This is an optimization exercise on Yosys and OpenROAD, whose aim is small area, not a production implementation.
RTL that was checked went through simulation tests only; none was proved equivalent to the original.

## JK
// neural_compressor_top
module neural_compressor_top
(
    input  logic        clk,
    input  logic        rst_n,
    input  logic [DATA_WIDTH-1:0]   s_axis_tdata,
    input  logic                    s_axis_tvalid,
    output logic                    s_axis_tready,
    input  logic                    s_axis_tlast,
    output logic [DATA_WIDTH-1:0]   m_axis_tdata,
    output logic [1:0]              m_axis_tuser,   
    output logic                    m_axis_tvalid,
    input  logic                    m_axis_tready,
    output logic                    m_axis_tlast,
    input  logic [DATA_WIDTH-1:0]   cfg_threshold,
    input  logic                    cfg_enable,
    output neural_compressor_pkg::compress_stats_t         stats,
    output logic [15:0]             spike_count
);
Settings: LEC_CHECK=0, CAP_MARGIN=20, CORE_MARGIN=2, CORE_UTILIZATION=60, SLEW_MARGIN=20; clock period 120.0 ns.
standard.sh (not shown) runs the stock make flow with config.mk's settings and CLKGATE_MAP_FILE= SYNTH_SCRIPT=/design/flow/synth_recipe.tcl, a recipe that flattens the netlist after the stock synthesis.
==> flow/flow/run.sh <==
#!/bin/bash
set -euo pipefail
export BUFFER_PORTS_ARGS="-buffer_cell sky130_fd_sc_hd__buf_1"
export CTS_ARGS="-sink_clustering_enable -repair_clock_nets -buf_list sky130_fd_sc_hd__clkbuf_16 -sink_clustering_size 30 -sink_clustering_max_diameter 60 -dont_use_dummy_load"
bash standard.sh > make_flow.log 2>&1
JK: flow completed, timing, DRC and antenna clean
Input-level comparison between MS and JK:
==> flow/run.sh (new file) <==
#!/bin/bash
# synth_recipe.tcl (not shown) runs the flow's synth.tcl, then flattens the netlist and writes it again
# the make line also repeats each setting of config.mk as NAME=value (left out here)
make -C /OpenROAD-flow-scripts/flow DESIGN_CONFIG=/design/flow/config.mk WORK_HOME=/design/flow/orfs CLKGATE_MAP_FILE= SYNTH_SCRIPT=/design/flow/synth_recipe.tcl finish
--- a/flow/config.mk
+++ b/flow/config.mk
@@ -10,0 +11,2 @@
+export CTS_BUF_LIST = sky130_fd_sc_hd__clkbuf_2
+export CTS_CLUSTER_SIZE = 20
removed: flow/flow/run.sh
removed: flow/standard.sh
[summary]
- A capture point of the worst path of s_axis_tready is what MS shows, while u_detector.spike_count[1]$_DFFE_PN0P_ belongs to JK.
- Global-route wire length before repair up 2600 um in MS wrt JK
- Placer's final routability congestion estimate of JK is on par with MS.
- Compared to JK, the router laid down more metal wire for MS.
--- input diff MS..AL ---
==> flow/flow/run.sh (new file) <==
#!/bin/bash
set -euo pipefail
export BUFFER_PORTS_ARGS="-buffer_cell sky130_fd_sc_hd__buf_1"
export CTS_ARGS="-sink_clustering_enable -repair_clock_nets -buf_list sky130_fd_sc_hd__clkbuf_16 -sink_clustering_size 24 -sink_clustering_max_diameter 80 -dont_use_dummy_load"
bash standard.sh > make_flow.log 2>&1
==> flow/standard.sh (new file) <==
#!/bin/bash
# synth_recipe.tcl (not shown) runs the flow's synth.tcl, then flattens the netlist and writes it again
# the make line also repeats each setting of config.mk as NAME=value (left out here)
make -C /OpenROAD-flow-scripts/flow DESIGN_CONFIG=/design/flow/config.mk WORK_HOME=/design/flow/orfs CLKGATE_MAP_FILE= SYNTH_SCRIPT=/design/flow/synth_recipe.tcl "${@:-finish}"
--- a/flow/config.mk
+++ b/flow/config.mk
@@ -10,3 +10 @@
-export CORE_UTILIZATION = 60
-export CTS_BUF_LIST = sky130_fd_sc_hd__clkbuf_2
-export CTS_CLUSTER_SIZE = 20
+export CORE_UTILIZATION = 85
removed: flow/run.sh
--- outcome ---
- When the final numbers for MS and AL were put side by side, the core utilization turned out to be smaller in MS.
- Compared with MS, routed wire length in AL increased by more than a quarter.
- Higher portion of the clock cycle consumed by the worst path in the final layout goes to MS over AL.
- Relative to MS, number of antenna violations at the first check in global routing decreased by 1 in AL.
- Note that the via total after detailed routing recorded for AL amounts to 1.09 times the value seen in MS.
- Relative to MS, setup skew after layout has decreased by 0.090 ns in AL.
What TR does differently from AL at the input level:
==> flow/run.sh (new file) <==
#!/bin/bash
# synth_recipe.tcl (not shown) runs the flow's synth.tcl, then flattens the netlist and writes it again
# the make line also repeats each setting of config.mk as NAME=value (left out here)
make -C /OpenROAD-flow-scripts/flow DESIGN_CONFIG=/design/flow/config.mk WORK_HOME=/design/flow/orfs CLKGATE_MAP_FILE= SYNTH_SCRIPT=/design/flow/synth_recipe.tcl finish
--- a/flow/config.mk
+++ b/flow/config.mk
@@ -10 +10,4 @@
-export CORE_UTILIZATION = 85
+export CORE_UTILIZATION = 60
+export CTS_BUF_LIST = sky130_fd_sc_hd__clkbuf_8
+export CTS_CLUSTER_DIAMETER = 60
+export CTS_CLUSTER_SIZE = 12
removed: flow/flow/run.sh
removed: flow/standard.sh
Findings:
- Taking AL as the reference, in TR delay of the slowest cell on the worst path moved down; number of rows created at floorplan now sits higher.
- Cmp TR vs AL: final instance count without filler cells higher in TR
- As far as hold slack is concerned, AL and TR perform about the same.
- When TR is set beside AL, its hold-critical path depth turns out to be 2 larger.
- The run showing the greater largest net degree at the start of global routing is AL.
- The core of TR is less densely filled than that of AL.
Edits applied to the flow inputs when going from TR to PW:
--- a/flow/config.mk
+++ b/flow/config.mk
@@ -10,4 +10,2 @@
-export CORE_UTILIZATION = 60
-export CTS_BUF_LIST = sky130_fd_sc_hd__clkbuf_8
-export CTS_CLUSTER_DIAMETER = 60
-export CTS_CLUSTER_SIZE = 12
+export CORE_UTILIZATION = 40
+export CTS_BUF_LIST = sky130_fd_sc_hd__clkbuf_4
Results
The cell area after placement of PW exceeds that of TR by about 1.3%. Post-detailed-routing wire length (lower): TR. Looking only at post-route minimum period, and setting everything else aside, the higher value of TR and PW goes to TR. Taking TR as the reference, in PW maximum frequency increased by 1.7% relative to the old numbers, routed length per instance went down 7.1%.
No run of this note included a check of the RTL's function; only the layout flow was run.

neural_compressor_top, a different RTL version from the one above (not shown whole).
For scale: ~16000 um2 of cells after synthesis.
## neural_compressor_top
module neural_compressor_top
(
    input  logic        clk,
    input  logic        rst_n,
    input  logic [DATA_WIDTH-1:0]   s_axis_tdata,
    input  logic                    s_axis_tvalid,
    output logic                    s_axis_tready,
    input  logic                    s_axis_tlast,
    output logic [DATA_WIDTH-1:0]   m_axis_tdata,
    output logic [1:0]              m_axis_tuser,   
    output logic                    m_axis_tvalid,
    input  logic                    m_axis_tready,
    output logic                    m_axis_tlast,
    input  logic [DATA_WIDTH-1:0]   cfg_threshold,
    input  logic                    cfg_enable,
    output neural_compressor_pkg::compress_stats_t         stats,
    output logic [15:0]             spike_count
);
    wire [31:0] data_in = s_axis_tdata;
    wire        valid_in = s_axis_tvalid & cfg_enable;
    logic       valid_out;   
    logic       taken;       
    logic [3:0] cnt;
    logic       fresh;     
    logic [29:0] xr;       
    logic [12:0] hf;       
    logic [31:0] yr;       
    logic [31:0] s1, s2, s3, s4;  
    logic [31:0] dr;       
    logic        dz;       
    wire idle  = (cnt == 4'd0);
    wire outc  = (cnt == 4'd11);
    wire last  = outc & ~valid_out;
    wire shy   = (~idle & ~outc) | last;
    wire shs   = ((cnt >= 4'd4) & ~outc) | last;
    wire clrh  = idle | outc;
    wire c4    = (cnt == 4'd4);
    wire [4:0] kle = {cnt <= 4'd4, cnt <= 4'd3, cnt <= 4'd2, cnt <= 4'd1, idle};
    assign s_axis_tready = idle;
    always_ff @(posedge clk or negedge rst_n) begin
        if (!rst_n) begin
            cnt       <= 4'd0;
            valid_out <= 1'b0;
            fresh     <= 1'b1;
        end else begin
            valid_out <= outc;
            if (last) fresh <= 1'b0;
            if (idle) begin
                if (valid_in) cnt <= 4'd1;
  ...
clock: 120.0 ns
lec_check: 0
cap_margin: 0
core_margin: 2
core_utilization: 80
slew_margin: 0
synth_hierarchical: 1
synth_minimum_keep_size: 0
==> flow/flow/run.sh <==
#!/bin/bash
# Layout flow: the standard ORFS flow (standard.sh: standard synthesis,
# floorplan, placement, CTS, routing), with two changes:
#  - the I/O port buffers are the smallest buffer cell;
#  - the clock tree uses large leaf clusters of clkbuf_16 (clkbuf_8 and a
#    clkbuf_4 root above them) and no dummy loads.
# ORFS keeps each step's full log under orfs/logs/; make's own output, and the
# final DEF export's, goes to make_flow.log here.
set -euo pipefail
export BUFFER_PORTS_ARGS="-buffer_cell sky130_fd_sc_hd__buf_1"
export CTS_ARGS="-sink_clustering_enable -repair_clock_nets -buf_list sky130_fd_sc_hd__clkbuf_16 -root_buf sky130_fd_sc_hd__clkbuf_4 -tree_buf sky130_fd_sc_hd__clkbuf_8 -sink_clustering_size 28 -sink_clustering_max_diameter 90 -dont_use_dummy_load"
export CTS_ARGS="-sink_clustering_enable -repair_clock_nets -buf_list sky130_fd_sc_hd__clkbuf_16 -root_buf sky130_fd_sc_hd__clkbuf_4 -tree_buf sky130_fd_sc_hd__clkbuf_8 -sink_clustering_size 24 -sink_clustering_max_diameter 120 -dont_use_dummy_load"
bash standard.sh > make_flow.log 2>&1
The baseline went through all stages and came out clean.
Then changed:
--- a/flow/flow/run.sh
+++ b/flow/flow/run.sh
@@ -11,3 +11,3 @@
 export CTS_ARGS="-sink_clustering_enable -repair_clock_nets -buf_list sky130_fd_sc_hd__clkbuf_16 -root_buf sky130_fd_sc_hd__clkbuf_4 -tree_buf sky130_fd_sc_hd__clkbuf_8 -sink_clustering_size 28 -sink_clustering_max_diameter 90 -dont_use_dummy_load"
-export CTS_ARGS="-sink_clustering_enable -repair_clock_nets -buf_list sky130_fd_sc_hd__clkbuf_16 -root_buf sky130_fd_sc_hd__clkbuf_4 -tree_buf sky130_fd_sc_hd__clkbuf_8 -sink_clustering_size 24 -sink_clustering_max_diameter 120 -dont_use_dummy_load"
+export CTS_ARGS="-sink_clustering_enable -repair_clock_nets -buf_list sky130_fd_sc_hd__clkbuf_16 -root_buf sky130_fd_sc_hd__clkbuf_4 -tree_buf sky130_fd_sc_hd__clkbuf_4 -sink_clustering_size 28 -sink_clustering_max_diameter 90 -dont_use_dummy_load"
 bash standard.sh > make_flow.log 2>&1
What happened:
- The new run finished with timing, DRC and antenna clean
- core utilization goes down by 0.26 points
- global-route usage is higher by 0.76 points
- non-clock buffer count is unchanged
- design area stays flat
- area after synthesis does not change
- critical path depth does not change
- count of clock-buffer cells in the layout is lower by 2
Then changed:
--- a/flow/flow/run.sh
+++ b/flow/flow/run.sh
@@ -11,3 +11,3 @@
 export CTS_ARGS="-sink_clustering_enable -repair_clock_nets -buf_list sky130_fd_sc_hd__clkbuf_16 -root_buf sky130_fd_sc_hd__clkbuf_4 -tree_buf sky130_fd_sc_hd__clkbuf_8 -sink_clustering_size 28 -sink_clustering_max_diameter 90 -dont_use_dummy_load"
-export CTS_ARGS="-sink_clustering_enable -repair_clock_nets -buf_list sky130_fd_sc_hd__clkbuf_16 -root_buf sky130_fd_sc_hd__clkbuf_4 -tree_buf sky130_fd_sc_hd__clkbuf_4 -sink_clustering_size 28 -sink_clustering_max_diameter 90 -dont_use_dummy_load"
+export CTS_ARGS="-sink_clustering_enable -repair_clock_nets -buf_list sky130_fd_sc_hd__clkbuf_8 -root_buf sky130_fd_sc_hd__clkbuf_4 -tree_buf sky130_fd_sc_hd__clkbuf_4 -sink_clustering_size 16 -sink_clustering_max_diameter 60 -dont_use_dummy_load"
 bash standard.sh > make_flow.log 2>&1
What happened: Cell count came out higher slightly. Area after synthesis does not change. Clock-buffer cell count is higher by 10. Sequential share of layout area goes up by 0.10 points.
Then changed:
==> flow/run.sh (new file) <==
#!/bin/bash
# synth_recipe.tcl (not shown) runs the flow's synth.tcl, then flattens the netlist and writes it again
# the make line also repeats each setting of config.mk as NAME=value (left out here)
make -C /OpenROAD-flow-scripts/flow DESIGN_CONFIG=/design/flow/config.mk WORK_HOME=/design/flow/orfs CLKGATE_MAP_FILE= SYNTH_SCRIPT=/design/flow/synth_recipe.tcl finish
Settings changed: CTS_BUF_LIST set to sky130_fd_sc_hd__clkbuf_16, CTS_CLUSTER_DIAMETER set to 70, CTS_CLUSTER_SIZE set to 20.
removed: flow/flow/run.sh
removed: flow/standard.sh
Wire length goes up by a quarter to a third.
Sequential share of layout area fell by 3.8 points.
Final cell count increases slightly.
Worst setup slack is worse by 950 ps.
Critical path depth does not change.
Via count climbs by roughly a tenth.
Global-route usage grows by 11 points.
Then changed:
==> flow/flow/run.sh (new file) <==
#!/bin/bash
# Layout flow: the standard ORFS flow (standard.sh: standard synthesis,
# floorplan, placement, CTS, routing), with two changes:
#  - the I/O port buffers are the smallest buffer cell;
#  - the clock tree uses large leaf clusters of clkbuf_16 (clkbuf_8 and a
#    clkbuf_4 root above them) and no dummy loads.
# ORFS keeps each step's full log under orfs/logs/; make's own output, and the
# final DEF export's, goes to make_flow.log here.
set -euo pipefail
export BUFFER_PORTS_ARGS="-buffer_cell sky130_fd_sc_hd__buf_1"
export CTS_ARGS="-sink_clustering_enable -repair_clock_nets -buf_list sky130_fd_sc_hd__clkbuf_16 -root_buf sky130_fd_sc_hd__clkbuf_4 -tree_buf sky130_fd_sc_hd__clkbuf_8 -sink_clustering_size 28 -sink_clustering_max_diameter 90 -dont_use_dummy_load"
export CTS_ARGS="-sink_clustering_enable -repair_clock_nets -buf_list sky130_fd_sc_hd__clkbuf_8 -root_buf sky130_fd_sc_hd__clkbuf_4 -tree_buf sky130_fd_sc_hd__clkbuf_4 -sink_clustering_size 18 -sink_clustering_max_diameter 70 -dont_use_dummy_load"
bash standard.sh > make_flow.log 2>&1
==> flow/standard.sh (new file) <==
#!/bin/bash
# synth_recipe.tcl (not shown) runs the flow's synth.tcl, then flattens the netlist and writes it again
# the make line also repeats each setting of config.mk as NAME=value (left out here)
make -C /OpenROAD-flow-scripts/flow DESIGN_CONFIG=/design/flow/config.mk WORK_HOME=/design/flow/orfs CLKGATE_MAP_FILE= SYNTH_SCRIPT=/design/flow/synth_recipe.tcl "${@:-finish}"
Settings changed: CTS_BUF_LIST sky130_fd_sc_hd__clkbuf_16 to unset, CTS_CLUSTER_DIAMETER 70 to unset, CTS_CLUSTER_SIZE 20 to unset.
removed: flow/run.sh
The changed run passed the timing, DRC and antenna checks.
Via count falls by 12%.
Wire length falls by 26%.
Global-route usage falls by 12 points.
Die area is unchanged.
Cell area falls by 6.8%.
Synthesized cell count does not change.
Utilization falls by 6.4 points.
Clock skew rises by 8.7 ps.

neural_compressor_top, a different RTL version from the one above (not shown whole).
Size: about 1100 cells after synthesis, roughly 160 I/O pins.
Design neural_compressor_top, start of the top module:
module neural_compressor_top
(
    input  logic        clk,
    input  logic        rst_n,
    input  logic [DATA_WIDTH-1:0]   s_axis_tdata,
    input  logic                    s_axis_tvalid,
    output logic                    s_axis_tready,
    input  logic                    s_axis_tlast,
    output logic [DATA_WIDTH-1:0]   m_axis_tdata,
    output logic [1:0]              m_axis_tuser,   
    output logic                    m_axis_tvalid,
    input  logic                    m_axis_tready,
    output logic                    m_axis_tlast,
    input  logic [DATA_WIDTH-1:0]   cfg_threshold,
    input  logic                    cfg_enable,
    output neural_compressor_pkg::compress_stats_t         stats,
    output logic [15:0]             spike_count
);
Settings: LEC_CHECK=0, CAP_MARGIN=20, CORE_MARGIN=2, CORE_UTILIZATION=80, SLEW_MARGIN=20, SYNTH_HIERARCHICAL=1, SYNTH_MINIMUM_KEEP_SIZE=0; clock period 120.0 ns.
==> flow/flow/run.sh <==
#!/bin/bash
# Layout flow: the standard ORFS flow (standard.sh: standard synthesis,
# floorplan, placement, CTS, routing), with two changes:
#  - the I/O port buffers are the smallest buffer cell;
#  - the clock tree uses large leaf clusters of clkbuf_16 (clkbuf_8 above
#    them) and no dummy loads.
# ORFS keeps each step's full log under orfs/logs/; make's own output, and the
# final DEF export's, goes to make_flow.log here.
set -euo pipefail
export BUFFER_PORTS_ARGS="-buffer_cell sky130_fd_sc_hd__buf_1"
export CTS_ARGS="-sink_clustering_enable -repair_clock_nets -buf_list sky130_fd_sc_hd__clkbuf_16 -root_buf sky130_fd_sc_hd__clkbuf_8 -tree_buf sky130_fd_sc_hd__clkbuf_8 -sink_clustering_size 26 -sink_clustering_max_diameter 85 -dont_use_dummy_load"
export RECOVER_POWER=100
bash standard.sh > make_flow.log 2>&1
The baseline finished with max-capacitance violations, max-slew violations left.
Edit:
==> flow/flow/run.sh (replaced) <==
#!/bin/bash
# Layout flow: the standard ORFS flow (standard.sh: standard synthesis,
# floorplan, placement, CTS, routing), with two changes:
#  - the I/O port buffers are the smallest buffer cell;
#  - the clock tree uses large leaf clusters of clkbuf_16 (clkbuf_8 and a
#    clkbuf_4 root above them) and no dummy loads.
# ORFS keeps each step's full log under orfs/logs/; make's own output, and the
# final DEF export's, goes to make_flow.log here.
set -euo pipefail
export BUFFER_PORTS_ARGS="-buffer_cell sky130_fd_sc_hd__buf_1"
export CTS_ARGS="-sink_clustering_enable -repair_clock_nets -buf_list sky130_fd_sc_hd__clkbuf_16 -root_buf sky130_fd_sc_hd__clkbuf_4 -tree_buf sky130_fd_sc_hd__clkbuf_8 -sink_clustering_size 28 -sink_clustering_max_diameter 90 -dont_use_dummy_load"
bash standard.sh > make_flow.log 2>&1
CAP_MARGIN = 0   (was 20)
SLEW_MARGIN = 0   (was 20)
Outcome:
- This time the run ran to the end with no violations
- first-iteration DRC count drops by 3.3%
- worst setup slack improved by 1.3 ns
- wire length drops by 5.0%
- hold slack got worse by 0.028 ns
Edit:
==> flow/flow/run.sh (replaced) <==
#!/bin/bash
# Layout flow: the standard ORFS flow (standard.sh: standard synthesis,
# floorplan, placement, CTS, routing), with two changes:
#  - the I/O port buffers are the smallest buffer cell;
#  - the clock tree uses large leaf clusters of clkbuf_16 (clkbuf_8 above
#    them) and no dummy loads.
# ORFS keeps each step's full log under orfs/logs/; make's own output, and the
# final DEF export's, goes to make_flow.log here.
set -euo pipefail
export BUFFER_PORTS_ARGS="-buffer_cell sky130_fd_sc_hd__buf_1"
export CTS_ARGS="-sink_clustering_enable -repair_clock_nets -buf_list sky130_fd_sc_hd__clkbuf_16 -root_buf sky130_fd_sc_hd__clkbuf_8 -tree_buf sky130_fd_sc_hd__clkbuf_8 -sink_clustering_size 26 -sink_clustering_max_diameter 85 -dont_use_dummy_load"
export CTS_ARGS="-sink_clustering_enable -repair_clock_nets -buf_list sky130_fd_sc_hd__clkbuf_16 -root_buf sky130_fd_sc_hd__clkbuf_8 -tree_buf sky130_fd_sc_hd__clkbuf_8 -sink_clustering_size 30 -sink_clustering_max_diameter 90 -dont_use_dummy_load"
bash standard.sh > make_flow.log 2>&1
CAP_MARGIN = 20   (was 0)
SLEW_MARGIN = 20   (was 0)
The new run completed without violations.
Global-route usage goes up by 0.29 points.
Die area is unchanged.
Register-to-register slack is worse by 0.03 ns.
Final area is about the same.
Area after synthesis does not change.
Routed wire length stays flat.
Fmax goes down slightly.
Hold slack is worse by 0.0030 ns.
Critical path depth is unchanged.

## port drivers added, routing unchanged
How much do the figures lean on ideal ports? The routed layouts below were timed once more, with nothing changed but the port constraints.
Step 1, drivers: a clkbuf_16 drives clk and a buf_2 each remaining input, both assumed.
Step 2 moves the port delays by t, midway between the first and last clock arrival at a register: inputs arrive t later, outputs are due t later. That takes back most of the time a late clock gives input paths.
a / b / c = ideal / step 1 / step 2; a / b = the first two.
run | t (ns) | setup WS [ns] | pins driven straight from the clock port
JK | 0.551 | 93.748 / 93.779 / 93.228 | 1
MS | 0.922 | 92.834 / 92.788 / 92.886 | 1
AL | 0.568 | 93.333 / 93.282 / 93.215 | 1
TR | 0.597 | 93.187 / 93.139 / 92.839 | 1
PW | 0.832 | 93.633 / 93.653 / 92.821 | 1
the first run of note 2 | 0.776 | 82.516 / 82.532 / 81.756 | 1
the second run of note 2 | 0.739 | 82.505 / 82.528 / 81.789 | 1
the third run of note 2 | 0.798 | 82.502 / 82.528 / 81.730 | 1
the fourth run of note 2 | 0.590 | 81.552 / 81.580 / 80.990 | 1
the fifth run of note 2 | 0.762 | 82.768 / 82.791 / 82.029 | 1
the first run of note 3 | 0.598 | 81.400 / 81.415 / 80.817 | 1
the second run of note 3 | 0.726 | 82.723 / 82.738 / 82.013 | 1
the third run of note 3 | 0.587 | 82.588 / 82.602 / 82.016 | 1
The setup slack of PW, which loses most, moves by +0.020 ns with the drivers and by -0.812 ns with both steps.
